What follows belongs to an exercise in optimizing a design on an open flow for small area; a production flow would make more cautious choices. The RTL was checked by simulation tests, not by an equivalence proof against the original design. The flow treats the clock pin as an ideal source, which a real chip does not have.

Setup of v26:
Design m_spi, start of the top module:
module m_spi # (
    parameter   [31:00]         USER_CLK_RATE    = 32'd100_000_000  ,
    parameter   [31:00]         SPI_CLK_RATE     = 32'd2_500_000    ,
    parameter   [00:00]         MCS_VALID_LEVEL  = 0                ,
    parameter   [01:00]         SCK_MODE         = 2'b01            ,
    parameter   [15:00]         AWIDTH           = 16               ,
    parameter   [15:00]         DWIDTH           = 8
) (
    input                       user_clk                            ,
    input                       user_rst                            ,
    input                       i_rd_evt                            ,
    input                       i_wr_evt                            ,
    input       [DWIDTH-1:0]    i_wr_data                           ,
    input       [AWIDTH-1:0]    i_addr                              ,
    output reg                  o_rd_evt                            ,
    output reg  [DWIDTH-1:0]    o_rd_data                           ,
    output                      o_rw_done_evt                       ,
    output reg                  mcs                                 ,
    output reg                  sclk                                ,
    output                      mosi                                ,
    input                       miso
);
Size in the first run: ~160 cells after synthesis, about 47 flip-flops, roughly 42 I/O pins, roughly 0.0017 mm2 of cells after synthesis.
==> module m_spi, before the edit <==
module m_spi # (
    parameter   [31:00]         USER_CLK_RATE    = 32'd100_000_000  ,
    parameter   [31:00]         SPI_CLK_RATE     = 32'd2_500_000    ,
    parameter   [00:00]         MCS_VALID_LEVEL  = 0                ,
    parameter   [01:00]         SCK_MODE         = 2'b01            ,
    parameter   [15:00]         AWIDTH           = 16               ,
    parameter   [15:00]         DWIDTH           = 8
) (
    input                       user_clk                            ,
    input                       user_rst                            ,
    input                       i_rd_evt                            ,
    input                       i_wr_evt                            ,
    input       [DWIDTH-1:0]    i_wr_data                           ,
    input       [AWIDTH-1:0]    i_addr                              ,
    output reg                  o_rd_evt                            ,
    output reg  [DWIDTH-1:0]    o_rd_data                           ,
    output                      o_rw_done_evt                       ,
    output reg                  mcs                                 ,
    output reg                  sclk                                ,
    output                      mosi                                ,
    input                       miso
);
    reg                 busy     ;  
    reg     [4:0]       cnt_div  ;  
    reg     [4:0]       cnt_bit  ;  
    reg                 rw_mode  ;  
    reg     [23:0]      sreg     ;
    wire    idle     = ~busy;
    wire    div_last  = cnt_div[4] & ~cnt_div[1] & ~cnt_div[0];              
    wire    div_first = ~cnt_div[2] & ~cnt_div[1] & ~cnt_div[0];             
    wire    half_end = busy & div_last;
    wire    fall     = half_end & sclk;
    wire    at_end   = cnt_bit[4] & cnt_bit[3] & cnt_bit[0];     
    wire    closing  = busy & at_end;
    wire    bit_zero = (cnt_bit == 5'd0);
    wire    shift    = fall & ~bit_zero;
    wire    sample   = busy & sclk & div_first & (cnt_bit[4:1] != 4'd0);
    wire    req      = i_wr_evt | i_rd_evt;
    wire    [4:0] cnt_bit_nx = idle ? 5'd0 : cnt_bit + {4'd0, fall};
    assign  o_rw_done_evt = idle & mcs & at_end;
    assign  mosi = busy & ~at_end & (bit_zero ? rw_mode : sreg[23]);
    always @(posedge user_clk) begin
        cnt_bit <= cnt_bit_nx;
        cnt_div <= idle | div_last ? 5'd0 : {cnt_div[3:0], ~(cnt_div[4] ^ cnt_div[1])};
        if (idle)
            rw_mode <= i_rd_evt;
    end
    wire    hold_hi = busy & ~shift;
    wire    hold_lo = busy & ~sample;
    always @(posedge user_clk) begin
        sreg[23:1] <= ({{16{idle}}, {7{idle & ~i_rd_evt}}} & {i_addr, i_wr_data[7:1]})
                    | ({23{shift}} & sreg[22:0])
                    | ({23{hold_hi}} & sreg[23:1]);
        sreg[0]    <= (idle & ~i_rd_evt & i_wr_data[0])
                    | (sample & miso)
                    | (hold_lo & sreg[0]);
    end
    always @(posedge user_clk or posedge user_rst) begin
        if (user_rst) begin
            busy          <= 1'b0;
            sclk          <= 1'b0;
            mcs           <= 1'b0;
            o_rd_evt      <= 1'b0;
            o_rd_data     <= 8'h0;
        end else begin
            busy          <= idle ? req : ~at_end;
            sclk          <= sclk ^ half_end;
            mcs           <= idle ? ~i_wr_evt : (cnt_bit[4] & cnt_bit[3] & (cnt_bit[0] | fall));
            o_rd_evt      <= o_rw_done_evt & rw_mode;
            if (closing & rw_mode)
                o_rd_data <= sreg[8:1];
        end
    end
endmodule
Settings: LEC_CHECK=0, CAP_MARGIN=20, CORE_MARGIN=2, CORE_UTILIZATION=40, PLACE_DENSITY=0.9, SLEW_MARGIN=20; clock period 5.0 ns.
standard.sh (not shown) runs the stock make flow with config.mk's settings and CLKGATE_MAP_FILE= SYNTH_SCRIPT=/design/flow/synth_recipe.tcl, a recipe that flattens the netlist after the stock synthesis.
==> flow/flow/run.sh <==
#!/bin/bash
# Layout flow: the standard ORFS flow (standard.sh) with changes that only affect
# cell area:
#  * synthesis uses the standard synthesis script, except that ABC maps the combinational
#    logic with an area-oriented script (flow/abc_area.script) and adders are left to ABC
#    (ADDER_MAP_FILE empty); flip-flop mapping (dfflibmap) and everything else is
#    unchanged, so the registers are the same;
#  * ports are buffered with sky130_fd_sc_hd__buf_1 instead of the default buffer;
#  * the clock tree is 4 balanced buffers (buf_4), each driving the flip-flops of one
#    group of nearby flip-flops, inserted before CTS (flow/clkins_hook.tcl), in place
#    of TritonCTS's H-tree.
set -euo pipefail
here=$(pwd)
sed 's#log_cmd abc {\*}\$abc_args#log_cmd abc {*}[lreplace $abc_args 1 1 '"$here"'/flow/abc_area.script]#' \
    "$FLOW_HOME/scripts/synth.tcl" > "$here/area_synth_core.tcl"
grep -q 'abc_area.script' "$here/area_synth_core.tcl"
sed "s#\$::env(SCRIPTS_DIR)/synth.tcl#$here/area_synth_core.tcl#" synth_recipe.tcl > "$here/area_synth.tcl"
grep -q 'area_synth_core.tcl' "$here/area_synth.tcl"
bash standard.sh SYNTH_SCRIPT="$here/area_synth.tcl" ADDER_MAP_FILE= \
    "BUFFER_PORTS_ARGS=-buffer_cell sky130_fd_sc_hd__buf_1" \
    PRE_CTS_TCL="$here/flow/clkins_hook.tcl" \
    finish > "$here/flow_make.log" 2>&1
test -f out/final.def
Other scripts of this flow, unchanged in this note and not shown: flow/flow/abc_area.script, flow/flow/clkins_hook.tcl
The inputs of v30 differ from those of v26 as listed below.
==> flow/design.v <==
module m_spi # (
    parameter   [31:00]         USER_CLK_RATE    = 32'd100_000_000  ,
    parameter   [31:00]         SPI_CLK_RATE     = 32'd2_500_000    ,
    parameter   [00:00]         MCS_VALID_LEVEL  = 0                ,
    parameter   [01:00]         SCK_MODE         = 2'b01            ,
    parameter   [15:00]         AWIDTH           = 16               ,
    parameter   [15:00]         DWIDTH           = 8
) (
    input                       user_clk                            ,
    input                       user_rst                            ,
    input                       i_rd_evt                            ,
    input                       i_wr_evt                            ,
    input       [DWIDTH-1:0]    i_wr_data                           ,
    input       [AWIDTH-1:0]    i_addr                              ,
    output reg                  o_rd_evt                            ,
    output reg  [DWIDTH-1:0]    o_rd_data                           ,
    output                      o_rw_done_evt                       ,
    output reg                  mcs                                 ,
    output reg                  sclk                                ,
    output                      mosi                                ,
    input                       miso
);
    localparam integer RING_N = 23;
    localparam integer RING_T = 22;
    localparam integer RING_W = 21;
    reg                 busy     ;  
    reg     [4:0]       cnt_div  ;  
    reg     [4:0]       cnt_bit  ;  
    reg                 rw_mode  ;  
    reg     [RING_N-1:0] ring    ;
    reg                 mosi_q   ;
    wire    idle     = ~busy;
    wire    div_last  = cnt_div[4] & ~cnt_div[1] & ~cnt_div[0];              
    wire    div_first = ~cnt_div[2] & ~cnt_div[1] & ~cnt_div[0];             
    wire    half_end = busy & div_last;
    wire    fall     = half_end & sclk;
    wire    at_end   = cnt_bit[4] & cnt_bit[3] & cnt_bit[0];     
    wire    closing  = busy & at_end;
    wire    fall_25  = cnt_bit[4] & cnt_bit[3];                              
    wire    bit_zero = (cnt_bit == 5'd0);
    wire    sample   = busy & sclk & div_first & (cnt_bit[4:1] != 4'd0);
    wire    req      = i_wr_evt | i_rd_evt;
    wire    [4:0] cnt_bit_nx = idle ? 5'd0 : cnt_bit + {4'd0, fall};
    assign  o_rw_done_evt = idle & mcs & at_end;
    assign  mosi = busy & (bit_zero ? rw_mode : mosi_q);
    wire    [23:0]  frame = {i_addr, i_wr_data & {8{~i_rd_evt}}};    
    reg     [RING_N-1:0] ring_ld;
    integer k;
    always @(*) begin
        ring_ld = {RING_N{1'b0}};
        for (k = 2; k <= 24; k = k + 1)
            ring_ld[(RING_T + 1 + 80 * RING_N - 40 * k) % RING_N] = frame[24 - k];
    end
    integer p;
    integer j;
    always @(posedge user_clk) begin
        cnt_bit <= cnt_bit_nx;
        cnt_div <= idle | div_last ? 5'd0 : {cnt_div[3:0], ~(cnt_div[4] ^ cnt_div[1])};
        if (idle)
            rw_mode <= i_rd_evt;
        if (idle)
            mosi_q <= frame[23];
        else if (fall & ~bit_zero)
            mosi_q <= ~fall_25 & ring[RING_T];
        for (p = 0; p < RING_N; p = p + 1)
            if (idle)
                ring[p] <= ring_ld[p];
            else if (p == RING_W && sample)
                ring[p] <= miso;
            else
                ring[p] <= ring[(p + RING_N - 1) % RING_N];
    end
    always @(posedge user_clk or posedge user_rst) begin
        if (user_rst) begin
            busy          <= 1'b0;
            sclk          <= 1'b0;
            mcs           <= 1'b0;
            o_rd_evt      <= 1'b0;
            o_rd_data     <= 8'h0;
        end else begin
            busy          <= idle ? req : ~at_end;
            sclk          <= sclk ^ half_end;
            mcs           <= idle ? ~i_wr_evt : (cnt_bit[4] & cnt_bit[3] & (cnt_bit[0] | fall));
            o_rd_evt      <= o_rw_done_evt & rw_mode;
            if (closing & rw_mode)
                for (j = 18; j <= 25; j = j + 1)
                    o_rd_data[25 - j] <= ring[(RING_W + 1019 + 80 * RING_N - 40 * j) % RING_N];
        end
    end
endmodule
## What came out
Compared to v26, the router laid down less metal wire for v30.
Between v30 and v26, the met3 track utilization from global routing does not differ in any meaningful way.
The worst setup slack on v30 is in line with that on v26.
Worst setup path endpoint: sreg[5]$_DFF_P_ -> v26, mosi -> v30
From v26 to v30 the numbers moved as follows: sequential share of layout area climbed 3.1 points; fraction of the cycle the final worst path needs barely changed.

## static timing again, ports no longer ideal
No port has a modelled driver above. Below, the same layouts with a new extraction and two added sets of constraints.
Step 1: set_driving_cell puts a clkbuf_16 on user_clk and a buf_2 on each other input, an assumption about the parent block.
Step 2, shift: input delay + t, output delay - t, t = (earliest + latest rising clock arrival at the registers) / 2. This alone moves slack from input paths to output paths.
a / b / c = ideal / step 1 / step 2; a / b = the first two.
| run | t, ns | setup slack, ns | hold WS [ns] | pins driven straight from the clock port |
|---|---|---|---|---|
| v26 | 0.181 | 1.687 / 1.687 / 1.687 | 0.458 / 0.458 / 0.458 | 4 |
| v30 | 0.185 | 1.686 / 1.640 / 1.826 | 0.452 / 0.452 / 0.452 | 4 |
After both steps setup and hold are still met in every run listed.
